This is an optimization exercise on Yosys and OpenROAD, whose aim is small area, not a production implementation. Only simulation tests tie the RTL to the original design; equivalence was not proved. No activity file was given, so power comes from the tool's default toggle rates.

**flow/design.v**
```verilog
`timescale 1ns/1ns
module fir_filter (
    input clk,     
    input rst,     
    input signed  [16-1 : 0] input_sig,
    input ready,
    output signed [16-1 : 0] filtred_sig
);
reg [128*16-1 : 0] ring;
reg [6:0] cnt;         
reg [6:0] agehead;     
reg [7:0] ph;          
reg pending;
reg signed [16-1 : 0] stage;
reg [27:0] acc;
reg [16-1 : 0] result;
wire accept = !rst && ready && (cnt == 7'd127);
wire use_stage = pending && (agehead == 7'd0);
wire signed [16-1 : 0] head = use_stage ? stage : ring[16-1 : 0];
wire active = (ph != 8'd0) && (ph <= 8'd128);
reg signed [12:0] coef;
always @(*) begin
    case (agehead)
    7'd0: coef = 13'sd1;
    7'd1: coef = 13'sd1;
    7'd2: coef = 13'sd1;
    7'd3: coef = -13'sd1;
    7'd4: coef = -13'sd2;
    7'd5: coef = -13'sd4;
    7'd6: coef = -13'sd4;
    7'd7: coef = -13'sd2;
    7'd8: coef = 13'sd2;
    7'd9: coef = 13'sd6;
    7'd10: coef = 13'sd9;
    7'd11: coef = 13'sd8;
    7'd12: coef = 13'sd4;
    7'd13: coef = -13'sd4;
    7'd14: coef = -13'sd13;
    7'd15: coef = -13'sd18;
    7'd16: coef = -13'sd16;
    7'd17: coef = -13'sd7;
    7'd18: coef = 13'sd8;
    7'd19: coef = 13'sd23;
    7'd20: coef = 13'sd32;
    7'd21: coef = 13'sd29;
    7'd22: coef = 13'sd12;
    7'd23: coef = -13'sd14;
    7'd24: coef = -13'sd39;
    7'd25: coef = -13'sd54;
    7'd26: coef = -13'sd48;
    7'd27: coef = -13'sd20;
    7'd28: coef = 13'sd22;
    7'd29: coef = 13'sd63;
    7'd30: coef = 13'sd85;
    7'd31: coef = 13'sd75;
    7'd32: coef = 13'sd31;
    7'd33: coef = -13'sd34;
    7'd34: coef = -13'sd97;
    7'd35: coef = -13'sd131;
    7'd36: coef = -13'sd115;
    7'd37: coef = -13'sd48;
    7'd38: coef = 13'sd52;
    7'd39: coef = 13'sd147;
    7'd40: coef = 13'sd197;
    7'd41: coef = 13'sd173;
    7'd42: coef = 13'sd72;
    7'd43: coef = -13'sd78;
    7'd44: coef = -13'sd221;
    7'd45: coef = -13'sd298;
    7'd46: coef = -13'sd262;
    7'd47: coef = -13'sd109;
    7'd48: coef = 13'sd120;
    7'd49: coef = 13'sd344;
    7'd50: coef = 13'sd469;
    7'd51: coef = 13'sd421;
    7'd52: coef = 13'sd179;
    7'd53: coef = -13'sd201;
    7'd54: coef = -13'sd596;
    7'd55: coef = -13'sd846;
    7'd56: coef = -13'sd798;
    7'd57: coef = -13'sd364;
    7'd58: coef = 13'sd448;
    7'd59: coef = 13'sd1517;
    7'd60: coef = 13'sd2638;
    7'd61: coef = 13'sd3568;
    7'd62: coef = 13'sd4095;
    7'd63: coef = 13'sd4095;
    7'd64: coef = 13'sd3568;
    7'd65: coef = 13'sd2638;
    7'd66: coef = 13'sd1517;
    7'd67: coef = 13'sd448;
    7'd68: coef = -13'sd364;
    7'd69: coef = -13'sd798;
    7'd70: coef = -13'sd846;
    7'd71: coef = -13'sd596;
    7'd72: coef = -13'sd201;
    7'd73: coef = 13'sd179;
    7'd74: coef = 13'sd421;
    7'd75: coef = 13'sd469;
    7'd76: coef = 13'sd344;
    7'd77: coef = 13'sd120;
    7'd78: coef = -13'sd109;
    7'd79: coef = -13'sd262;
    7'd80: coef = -13'sd298;
    7'd81: coef = -13'sd221;
    7'd82: coef = -13'sd78;
    7'd83: coef = 13'sd72;
    7'd84: coef = 13'sd173;
    7'd85: coef = 13'sd197;
    7'd86: coef = 13'sd147;
    7'd87: coef = 13'sd52;
    7'd88: coef = -13'sd48;
    7'd89: coef = -13'sd115;
    7'd90: coef = -13'sd131;
    7'd91: coef = -13'sd97;
    7'd92: coef = -13'sd34;
    7'd93: coef = 13'sd31;
    7'd94: coef = 13'sd75;
    7'd95: coef = 13'sd85;
    7'd96: coef = 13'sd63;
    7'd97: coef = 13'sd22;
    7'd98: coef = -13'sd20;
    7'd99: coef = -13'sd48;
    7'd100: coef = -13'sd54;
    7'd101: coef = -13'sd39;
    7'd102: coef = -13'sd14;
    7'd103: coef = 13'sd12;
    7'd104: coef = 13'sd29;
    7'd105: coef = 13'sd32;
    7'd106: coef = 13'sd23;
    7'd107: coef = 13'sd8;
    7'd108: coef = -13'sd7;
    7'd109: coef = -13'sd16;
    7'd110: coef = -13'sd18;
    7'd111: coef = -13'sd13;
    7'd112: coef = -13'sd4;
    7'd113: coef = 13'sd4;
    7'd114: coef = 13'sd8;
    7'd115: coef = 13'sd9;
    7'd116: coef = 13'sd6;
    7'd117: coef = 13'sd2;
    7'd118: coef = -13'sd2;
    7'd119: coef = -13'sd4;
    7'd120: coef = -13'sd4;
    7'd121: coef = -13'sd2;
    7'd122: coef = -13'sd1;
    7'd123: coef = 13'sd0;
    7'd124: coef = 13'sd0;
    default: coef = 13'sd1;
    endcase
end
wire signed [27:0] prod = head * coef;
wire [27:0] sum = (ph == 8'd1 ? 28'd0 : acc) + (active ? prod : 28'd0);
always @(posedge clk) begin
    ring <= {head, ring[128*16-1 : 16]};
    acc <= sum;
    if (rst) begin
        cnt <= 7'd127;
        agehead <= 7'd0;
        ph <= 8'd129;
        pending <= 1'b0;
    end
    else begin
        if (ready)
            cnt <= cnt + 7'd1;
        agehead <= agehead + 7'd1 + {6'd0, accept};
        if (accept)
            ph <= 8'd1;
        else if (ph != 8'd129)
            ph <= ph + 8'd1;
        if (accept) begin
            pending <= 1'b1;
            stage <= input_sig;
        end
        else if (use_stage)
            pending <= 1'b0;
    end
    if (accept)
        result <= sum[27:12];
end
assign filtred_sig = result;
endmodule
```
**flow/run.sh**
```bash
#!/bin/bash
# synth_recipe.tcl (not shown) runs the flow's synth.tcl, then flattens the netlist and writes it again
# the make line also repeats each setting of config.mk as NAME=value (left out here)
make -C /OpenROAD-flow-scripts/flow DESIGN_CONFIG=/design/flow/config.mk WORK_HOME=/design/flow/orfs CLKGATE_MAP_FILE= SYNTH_SCRIPT=/design/flow/synth_recipe.tcl finish
```
**flow/config.mk**
```make
export PLATFORM = sky130hd
export DESIGN_NAME = fir_filter
export DESIGN_NICKNAME = fir_filter
export VERILOG_FILES = /design/flow/design.v
export SDC_FILE = /design/flow/constraint.sdc
export NUM_CORES = 4
export LEC_CHECK = 0
export CAP_MARGIN = 20
export CORE_MARGIN = 2
export CORE_UTILIZATION = 40
export SLEW_MARGIN = 20
```
**flow/constraint.sdc**
```tcl
create_clock -name core_clock -period 8.0 [get_ports {clk}]
set_input_delay 1.6000 -clock core_clock [delete_from_list [all_inputs] [get_ports {clk}]]
set_output_delay 1.6000 -clock core_clock [all_outputs]
set_load 0.01 [all_outputs]
```
==> results.txt <==
The run finished with no timing, DRC or antenna violations. 35 I/O pins were placed. The average detailed-routed wire length per instance is 13.6 µm, and the stage delay of the slowest cell on the critical path is 0.55 ns.

The critical path runs through a total of 29 cells. TritonCTS created 187 clock buffers. The smallest setup slack after layout was 0.135 ns; the share of synthesized area occupied by flip-flops and latches was 78.7%. The number of warnings printed during yosys synthesis was 1; the power density over cell area was 335 mW/mm².

The number of antenna violations at the first check in global routing came out at 1. Static timing analysis puts the maximum clock frequency at 127 MHz. Wires add up to 80.0 mm. The effective utilization at floorplan is 40.1%, and the global-route wire length before repair is 132 mm. Leaving out fill and tap cells, the most frequent cells in the layout are 2110 x dfxtp_1, 193 x inv_1, 191 x fa_1, 191 x clkbuf_16, 172 x nand2_1. Setup repair after global routing could not meet its margin everywhere. For the number of global-route vias before repair, the log shows 25300. The netlist uses 81 different library cells.

The count of cells along the worst register-to-register path was 29; the remaining global-route overflow was 0. Dividing the detail-routed via count by the number of cells gives 4.24. The pre-antenna-repair detailed-routing pass consisted of 5 iterations. The run gives 0.14 ns as the setup slack of the worst register-to-register path. Fraction of layout instances using a drive strength above 1: 14.0%. The logs give 0.0653 mm² for the final instance area and 24900 for the via count of the routed design. The endpoint of the lowest-slack register-to-register path was result[14]. Tightest slew margin relative to the limit: 35.4%. The floorplan step defined a die boundary enclosing 0.140 mm². The routed design could run at a clock period as short as 7.86 ns. Counting flops and latches in the post-synthesis netlist gives 2144.

The final hold violation count was 0; the die extent in y was 375 µm. The element type at the critical path end is a flip-flop. The peak supply drop is 235 µV. The first routing iteration left 1351 violations. The worst clock skew was 0.0387 ns; the share of the synthesized area in the top cell type was 76.9%.

Slowest stage cell on the critical path: fa_1. A synthesized cell averages 15.1 µm². The run gives 0 as the number of slew-limit violations in the final report. The global routing met1 resource utilization is 16.4%. The tools report the cell at the root of the clock tree as clkbuf_16. At the pin with the least slew margin, the transition time is 0.965 ns. Summed over all cells, the static leakage comes to 27.3 nW. Global routing consumed, on the met2 layer, 17.2% of the routing resources.

The cell area that synthesis handed to floorplanning was 0.0550 mm². Counting every sink on the clock net gives 2144. The sort of element at the start of the critical path was a flip-flop.

The max-cap check violation count was 0; the number of endpoints failing setup at the final stage was 0. The most critical setup path has its startpoint at agehead[4]. After floorplanning, the core was divided into 136 placement rows. In this run the worst path has a maximum fanout of 5. The region available for standard cell placement spans 0.137 mm². After detailed placement, the total cell area comes to 0.0582 mm². The critical path is of the reg2reg type. The congestion estimate from routability-driven global placement came to 0.812.

The worst path required time is 8.52 ns. The worst register-to-register path begins at agehead[4]. The worst hold path belongs to the class reg2reg.

The share of flip-flops with an asynchronous set or reset after synthesis is 0%. The library cell with the largest summed area after synthesis was dfxtp_1. The run gives 0.79 ns as the insertion delay of the later-clocked pin in the worst-skew pair. In this run the most used layer during global routing was met2. The remaining design rule violation count came out at 0. TritonCTS built the clock tree.

The most repeated library cell on the critical path was fa_1. Measured along the x axis, the die boundary spans 375 µm. During placement, the flow inserted port buffers numbering 34. Global routing used 2.59% of the available met3 tracks.

Summed over all nets, the half-perimeter wirelength after detailed placement is 48.8 mm. The count of flip-flops with a built-in enable after synthesis is 32, and the total number of H-tree levels is 4. The clock passes through at most 3 buffers. Data arrives at the worst endpoint at 8.39 ns.

0 antenna diodes ended up in the layout. The buffers plus inverters on the worst setup path is 5, and the number of instances in the synthesized netlist is 3630. Relative to the synthesized area, the layout overhead comes to 18.8%. The kind of cell with the highest combined delay along the critical path is adder cells. Following the worst setup path forward leads to its endpoint at result[14].

After synthesis, the cell types taking the most area are dfxtp_1 77%, fa_1 7.0%, ha_1 2.6%. After the last flow step, the layout net total stands at 4250. The clock-pin slew of the registers on the worst-case setup and hold paths is 0.06 ns, and the post-place setup slack is -0.246 ns.

Leaving out fill and tap cells, the most frequent cell in the layout is dfxtp_1. The number of nets in the synthesized netlist is 3956. The worst path uses 98.3% of the clock period. The aggregate global-route resource usage came out at 11.7%.

In the synthesized netlist the dominant register cell turns out to be dfxtp_1. Antenna violation net count after detailed routing: 0. Entering global routing, the biggest net connects 52 pins.
Yosys cell counts (all sizes together), types with 6 or more instances:
library cell,count
dfxtp,2112
o211ai,21
a21o,16
a21oi,86
mux2,16
o311ai,8
or2,16
xor2,27
a31oi,6
nor3b,7
buf,23
and2,97
xnor2,41
o21ai,65
nand2,175
o31ai,7
and3,11
ha,115
nand3,24
nand2b,9
nor3,19
clkbuf,59
a211oi,13
o21a,9
nor2,97
or3,9
edfxtp,32
inv,198
fa,192
nor2b,31
logic make-up after synthesis:
| kind of cell | after synthesis | share of synthesized area (%) |
|---|---|---|
| xor+xnor | 69 | 1.15 |
| fa+ha+maj | 307 | 9.61 |
| simple gates | 508 | 4.52 |
| compound gates | 301 | 3.63 |
| mux | 20 | 0.408 |
| flops | 2144 | 78.7 |
| buf+inv | 281 | 1.98 |
stage by stage:
stage                     TNS, ns  power [mW]  cells  utilization (%)  hold WS [ns]
after detailed placement   -0.594        12.9   5514             42.5         0.312
after global routing       -0.917        22.8   5876             47.6         0.306
after floorplan                 0        12.3   3630                -         0.310
final                           0        21.9   5876             47.6         0.302
after CTS                       0        22.1   5862             47.3         0.302
after global placement     -0.215        12.9   5514             42.5         0.310
flip-flops by register name, summed over array words and instances, names as in the netlist:
register,flops
ring,2048
acc,28
result,16
stage,16
coef,13
ph,8
agehead,7
cnt,7
pending,1
report_power, final:
part	internal [mW]	leakage (nW)	total (mW)	switching [mW]
combinational	0.712	6.73	1.61	0.901
sequential	11.0	17.3	11.2	0.151
clock	5.32	3.20	9.08	3.76
total	17.1	27.3	21.9	4.81
worst min-delay path by stage:
stage	start	end	slack, ns	cells past startpoint
3_3_place_gp	ring[1788]	ring[1772]	0.31	0
4_1_cts	ring[1940]	ring[1924]	0.30	0
6_report	ring[1940]	ring[1924]	0.30	0
5_1_grt	ring[1940]	ring[1924]	0.31	0
2_1_floorplan	ring[16]	ring[0]	0.31	0
3_5_place_dp	ring[1419]	ring[1403]	0.31	0
layer usage:
layer / part of all wire [%] / vias up
li1: - / 12200
met1: 49 / 12000
met2: 43 / 509
met3: 4.8 / 182
met4: 3.1 / 0
met5: 0 / -
final cells by class:
class	count	area, µm²
flip-flops and latches	2144	43200
fillers	11800	71700
repair buffers	186	1530
inverters	199	747
clock inverters	85	1050
clock buffers	262	5420
well taps	1794	2240
multi-input cells	1206	11000
repair_timing:
item,4_1_cts,5_1_grt
hold buffers,0,0
gates resized for setup,14,85
pin swaps,8,63
cloned,1,0
setup endpoints to repair,8,18
buffers inserted,0,14

==> separate check: timing with driven ports <==
In the flow no input, the clock included, has a driving cell. The finished layout below was timed again as built, in two steps.
Step 1: set_driving_cell puts a clkbuf_16 on clk and a buf_2 on each other input, an assumption about the parent block.
Step 2, shift: input delay + t, output delay - t, t = (earliest + latest rising clock arrival at the registers) / 2. This alone moves slack from input paths to output paths.
Slacks: ideal ports / drivers / drivers and shift; pairs: ideal ports / drivers.
t (ns): 0.834
setup slack, ns: 0.135 / 0.135 / 0.135
hold WS [ns]: 0.302 / 0.302 / 0.302
slew at the worst register clock pin (ns): 0.07 / 0.07
After both steps this run still meets setup and hold. The setup slack of this run moves by 0.000 ns with the drivers and by 0.000 ns with both steps.
